What follows belongs to an exercise in optimizing a design on an open flow for small area, a short achievable clock period and few clock cycles; a production flow would make more cautious choices.
In this exercise RTL edits were held to simulation tests only and were not proved equivalent to the original.
Power is estimated from default activity; no workload was simulated.

Setup of oak:
==> flow/design.v (excerpt) <==
module MS(
	rst_n,
	clk,
	in_valid,
	maze,
	player_x,
	player_y,
	prize_x_1,
	prize_y_1,
	prize_x_2,
	prize_y_2,
	prize_x_3,
	prize_y_3,
	out_valid,
	out_x,
	out_y
);
Settings: LEC_CHECK=0, CAP_MARGIN=20, CORE_MARGIN=2, CORE_UTILIZATION=60, SLEW_MARGIN=20, SYNTH_MEMORY_MAX_BITS=8192; clock period 12.0 ns.
standard.sh (not shown) runs the stock make flow with config.mk's settings and CLKGATE_MAP_FILE= SYNTH_SCRIPT=/design/flow/synth_recipe.tcl, a recipe that flattens the netlist after the stock synthesis.
==> flow/flow/run.sh <==
#!/bin/bash
# The standard layout (synthesis unchanged), with timing repair aiming
# for a larger setup margin than the default flow settings allow. The full
# output of the make run (yosys, openroad, klayout) goes to standard.log;
# each ORFS step also keeps its own log under orfs/logs.
set -euo pipefail
bash standard.sh SETUP_SLACK_MARGIN=8.7 finish > standard.log 2>&1
Testbench counts of oak, summed over its fixed seeds: cycles 6,411.
> inputs changed (oak -> pine)
-- flow/design.v --
<<< oak, line 59
reg [3:0] qx1, qy1, qx2, qy2, qx3, qy3;
reg       wpop;     
reg [3:0] wx, wy;   
reg [1:0] wd;
reg [2:0] fm [0:7];
>>> pine, line 59
reg [3:0] qx1, qy1, qx2, qy2, qx3, qy3;
reg       wpop;     
reg [1:0] wd;
reg [2:0] fm [0:7];
<<< oak, line 184
wire push = c_push | d_push;
wire [2:0] pdat = chase ? {|fpass, cd} : {1'b0, s_pv, goA};
wire w_node = ~wx[0] & ~wy[0];
wire need_pop = w_node | wpop;
wire [2:0] fhead = fm[rp[2:0]];
>>> pine, line 183
wire push = c_push | d_push;
wire [2:0] pdat = chase ? {|fpass, cd} : {1'b0, s_pv, goA};
wire w_node = ~out_x[0] & ~out_y[0];
wire need_pop = w_node | wpop;
wire [2:0] fhead = fm[rp[2:0]];
<<< oak, line 190
wire pop = move & need_pop;
wire [1:0] mdir = need_pop ? fhead[1:0] : wd;
wire [3:0] xi = wx + 4'd1;
wire [3:0] xd = wx - 4'd1;
wire [3:0] yi = wy + 4'd1;
wire [3:0] yd = wy - 4'd1;
wire [3:0] nx = mdir[1] ? wx : (mdir[0] ? xd : xi);
wire [3:0] ny = mdir[1] ? (mdir[0] ? yd : yi) : wy;
wire start = ivr && idl;
always @(posedge clk) begin
>>> pine, line 189
wire pop = move & need_pop;
wire [1:0] mdir = need_pop ? fhead[1:0] : wd;
wire [3:0] xi = out_x + 4'd1;
wire [3:0] xd = out_x - 4'd1;
wire [3:0] yi = out_y + 4'd1;
wire [3:0] yd = out_y - 4'd1;
wire [3:0] nx = mdir[1] ? out_x : (mdir[0] ? xd : xi);
wire [3:0] ny = mdir[1] ? (mdir[0] ? yd : yi) : out_y;
wire start = ivr && idl;
always @(posedge clk) begin
<<< oak, line 291
	end
	if (st == ST_LOAD && cnt == 4'd3) begin
		sxo <= wx[0]; syo <= wy[0];
		ci <= {wy[3:1], wx[3:1]};
		cr <= 8'b1 << wy[3:1];
		cc <= 8'b1 << wx[3:1];
	end else if (d_go) begin
		if (!s_node && !goA) begin
>>> pine, line 290
	end
	if (st == ST_LOAD && cnt == 4'd3) begin
		sxo <= out_x[0]; syo <= out_y[0];
		ci <= {out_y[3:1], out_x[3:1]};
		cr <= 8'b1 << out_y[3:1];
		cc <= 8'b1 << out_x[3:1];
	end else if (d_go) begin
		if (!s_node && !goA) begin
<<< oak, line 310
	end
	if (st == ST_LOAD && cnt == 4'd2) begin
		wx <= player_x; wy <= player_y;
		out_x <= player_x; out_y <= player_y;
	end else if (move) begin
		wx <= nx; wy <= ny;
		out_x <= nx; out_y <= ny;
		wd <= mdir;
	end else begin
		out_x <= 4'd0; out_y <= 4'd0;
	end
end
>>> pine, line 309
	end
	if (st == ST_LOAD && cnt == 4'd2) begin
		out_x <= player_x; out_y <= player_y;
	end else if (move) begin
		out_x <= nx; out_y <= ny;
		wd <= mdir;
	end
end
--- outcome ---
Per the comparison of pine with oak, share of power burned in registers went down; final cell count without fillers went down.
Worst hold margin improves in pine relative to oak.
Row clock share of power: pine higher / oak lower
When pine is measured against oak, its overall power after layout turns out 1.7% lower.
Testbench counts of pine, summed over its fixed seeds: cycles 6,411.

========
Setup of the previous run:
Starting RTL as in the previous note.
==> flow/config.mk <==
export PLATFORM = sky130hd
export DESIGN_NAME = MS
export DESIGN_NICKNAME = MS
export VERILOG_FILES = /design/flow/design.v
export SDC_FILE = /design/flow/constraint.sdc
export NUM_CORES = 4
export LEC_CHECK = 0
export CAP_MARGIN = 20
export CORE_MARGIN = 2
export CORE_UTILIZATION = 60
export SLEW_MARGIN = 20
export SYNTH_MEMORY_MAX_BITS = 8192
==> flow/constraint.sdc <==
create_clock -name core_clock -period 12.0 [get_ports {clk}]
set_input_delay 2.4000 -clock core_clock [delete_from_list [all_inputs] [get_ports {clk}]]
set_output_delay 2.4000 -clock core_clock [all_outputs]
set_load 0.01 [all_outputs]
==> flow/flow/run.sh <==
#!/bin/bash
# The standard layout (synthesis unchanged), with timing repair aiming
# for a larger setup margin than the default flow settings allow. The full
# output of the make run (yosys, openroad, klayout) goes to standard.log;
# each ORFS step also keeps its own log under orfs/logs.
set -euo pipefail
bash standard.sh SETUP_SLACK_MARGIN=8.5 finish > standard.log 2>&1
The previous run reached the final stage; the timing, DRC and antenna checks on its layout passed.
Testbench counts of the previous run, summed over its fixed seeds: cycles 6,411.
What the current run does differently from the previous run at the input level:
--- a/flow/design.v
+++ b/flow/design.v
@@ -50,23 +50,22 @@
 reg       clrf;     
 reg       ij;
 reg [2:0] jx, jy;   
 reg       jnd;      
 reg [1:0] jd;       
 reg       half;     
 reg       sxo, syo;  
 reg [5:0] ci;       
 reg [7:0] cr, cc;   
 reg [3:0] qx1, qy1, qx2, qy2, qx3, qy3;
 reg       wpop;     
-reg [3:0] wx, wy;   
 reg [1:0] wd;
 reg [2:0] fm [0:7];
 reg [3:0] wp, rp;   
 reg [55:0] hw, vw;
 wire [6:0] hrow = ~{maze[13], maze[11], maze[9], maze[7], maze[5], maze[3], maze[1]};
 wire [7:0] vrow = ~{maze[14], maze[12], maze[10], maze[8], maze[6], maze[4], maze[2], maze[0]};
 wire idl = (st == ST_IDLE) || (st == ST_WAIT);
 wire ldh = (idl && !ivr) || (st == ST_LOAD && !cnt[0]);
 wire ldv = idl || (st == ST_LOAD && cnt[0]);
 always @(posedge clk) begin
 	if (ldh) hw <= {hrow, hw[55:7]};
@@ -175,34 +174,34 @@
 wire hx = fpass_any & ~cd[1];
 wire hy = fpass_any & cd[1];
 wire full = (wp[2:0] == rp[2:0]) & (wp[3] ^ rp[3]);
 wire empty = (wp == rp);
 wire chase = (st == ST_CHASE);
 wire c_push = chase & ~(|fnode) & ~full;
 wire c_fin = chase & ((|fnode) | ((|fpass) & ~full));
 wire d_push = (st == ST_FLOOD) & sdet & ~s_node & ~full;
 wire d_go = (st == ST_FLOOD) & sdet & (s_node | ~full);
 wire push = c_push | d_push;
 wire [2:0] pdat = chase ? {|fpass, cd} : {1'b0, s_pv, goA};
-wire w_node = ~wx[0] & ~wy[0];
+wire w_node = ~out_x[0] & ~out_y[0];
 wire need_pop = w_node | wpop;
 wire [2:0] fhead = fm[rp[2:0]];
 wire move = need_pop ? ~empty : 1'b1;
 wire pop = move & need_pop;
 wire [1:0] mdir = need_pop ? fhead[1:0] : wd;
-wire [3:0] xi = wx + 4'd1;
-wire [3:0] xd = wx - 4'd1;
-wire [3:0] yi = wy + 4'd1;
-wire [3:0] yd = wy - 4'd1;
-wire [3:0] nx = mdir[1] ? wx : (mdir[0] ? xd : xi);
-wire [3:0] ny = mdir[1] ? (mdir[0] ? yd : yi) : wy;
+wire [3:0] xi = out_x + 4'd1;
+wire [3:0] xd = out_x - 4'd1;
+wire [3:0] yi = out_y + 4'd1;
+wire [3:0] yd = out_y - 4'd1;
+wire [3:0] nx = mdir[1] ? out_x : (mdir[0] ? xd : xi);
+wire [3:0] ny = mdir[1] ? (mdir[0] ? yd : yi) : out_y;
 wire start = ivr && idl;
 always @(posedge clk) begin
 	if (push) fm[wp[2:0]] <= pdat;
 end
 always @(posedge clk or negedge rst_n) begin
 	if (!rst_n) begin
 		st <= ST_IDLE;
 		cnt <= 4'd0;
 		ivr <= 1'b0;
 		remc <= 3'b000;
 		pend <= 3'b000;
@@ -282,41 +281,37 @@
 		jy <= py_s[3:1] + {2'b00, half & py_s[0]};
 		jnd <= p_nd;
 		jd <= {py_s[0], half};
 		clrf_j <= clrf;
 	end
 	if (st == ST_LOAD) begin
 		qx1 <= prize_x_1; qy1 <= prize_y_1;
 		qx2 <= prize_x_2; qy2 <= prize_y_2;
 		qx3 <= prize_x_3; qy3 <= prize_y_3;
 	end
 	if (st == ST_LOAD && cnt == 4'd3) begin
-		sxo <= wx[0]; syo <= wy[0];
-		ci <= {wy[3:1], wx[3:1]};
-		cr <= 8'b1 << wy[3:1];
-		cc <= 8'b1 << wx[3:1];
+		sxo <= out_x[0]; syo <= out_y[0];
+		ci <= {out_y[3:1], out_x[3:1]};
+		cr <= 8'b1 << out_y[3:1];
+		cc <= 8'b1 << out_x[3:1];
 	end else if (d_go) begin
 		if (!s_node && !goA) begin
 			ci <= ciB;
 			cr <= crB;
 			cc <= ccB;
 		end
 	end else if (c_push && !(c_fin && !cd[0])) begin
 		ci <= cnext;
 		if (cd[1]) cr <= cd[0] ? {1'b0, cr[7:1]} : {cr[6:0], 1'b0};
 		else       cc <= cd[0] ? {1'b0, cc[7:1]} : {cc[6:0], 1'b0};
 	end
 	if (c_fin) begin
 		sxo <= hx; syo <= hy;
 	end
 	if (st == ST_LOAD && cnt == 4'd2) begin
-		wx <= player_x; wy <= player_y;
 		out_x <= player_x; out_y <= player_y;
 	end else if (move) begin
-		wx <= nx; wy <= ny;
 		out_x <= nx; out_y <= ny;
 		wd <= mdir;
-	end else begin
-		out_x <= 4'd0; out_y <= 4'd0;
 	end
 end
 endmodule
[summary]
The current run vs. the previous run: wire length of the first global-routing pass grew by 4.1%; total met3 wirelength after detailed routing higher; slew at the pin closest to its max-slew limit rose by 0.052 ns; total instance count after detailed placement higher. | cell area after placement | the previous run vs the current run | ≈ equal |. The current run vs the previous run: area share of and/or/nand/nor cells after synthesis up in the current run. Any difference in internal power of the cells between the previous run and the current run is small enough to ignore. The current run ends up with a multiplexer share of the synthesized area that is 0.92 points higher than in the previous run. The current run ended up with more standard cells than the previous run. The previous run → the current run: power share of the clock group went up 0.7 points; synthesized area comparable; power dissipated by switching net loads went down by 0.000067 W; sequential area share after synthesis decreased 0.57 points.
Testbench counts of the current run, summed over its fixed seeds: cycles 6,411.

[afterwards: timing with drivers on the ports]
Ports are ideal in the flow. The routed layouts listed here were re-timed in OpenROAD.
Step 1: set_driving_cell puts a clkbuf_16 on clk and a buf_2 on each other input, an assumption about the parent block.
Step 2 also shifts input and output timing later by t, the mid clock arrival at the registers, as if the neighbouring blocks saw the same clock.
Three values: ideal, step 1, step 2; two values: the first two.
run | t, ns | slack for setup (ns) | worst setup path after step 2
oak | 0.686 | 8.503 / 8.438 / 8.576 | register to register
pine | 0.681 | 8.403 / 8.342 / 8.631 | input to register
the previous run | 0.673 | 8.498 / 8.437 / 8.592 | register to register
the current run | 0.681 | 8.383 / 8.330 / 8.383 | register to register
After both steps every run listed still meets setup and hold.
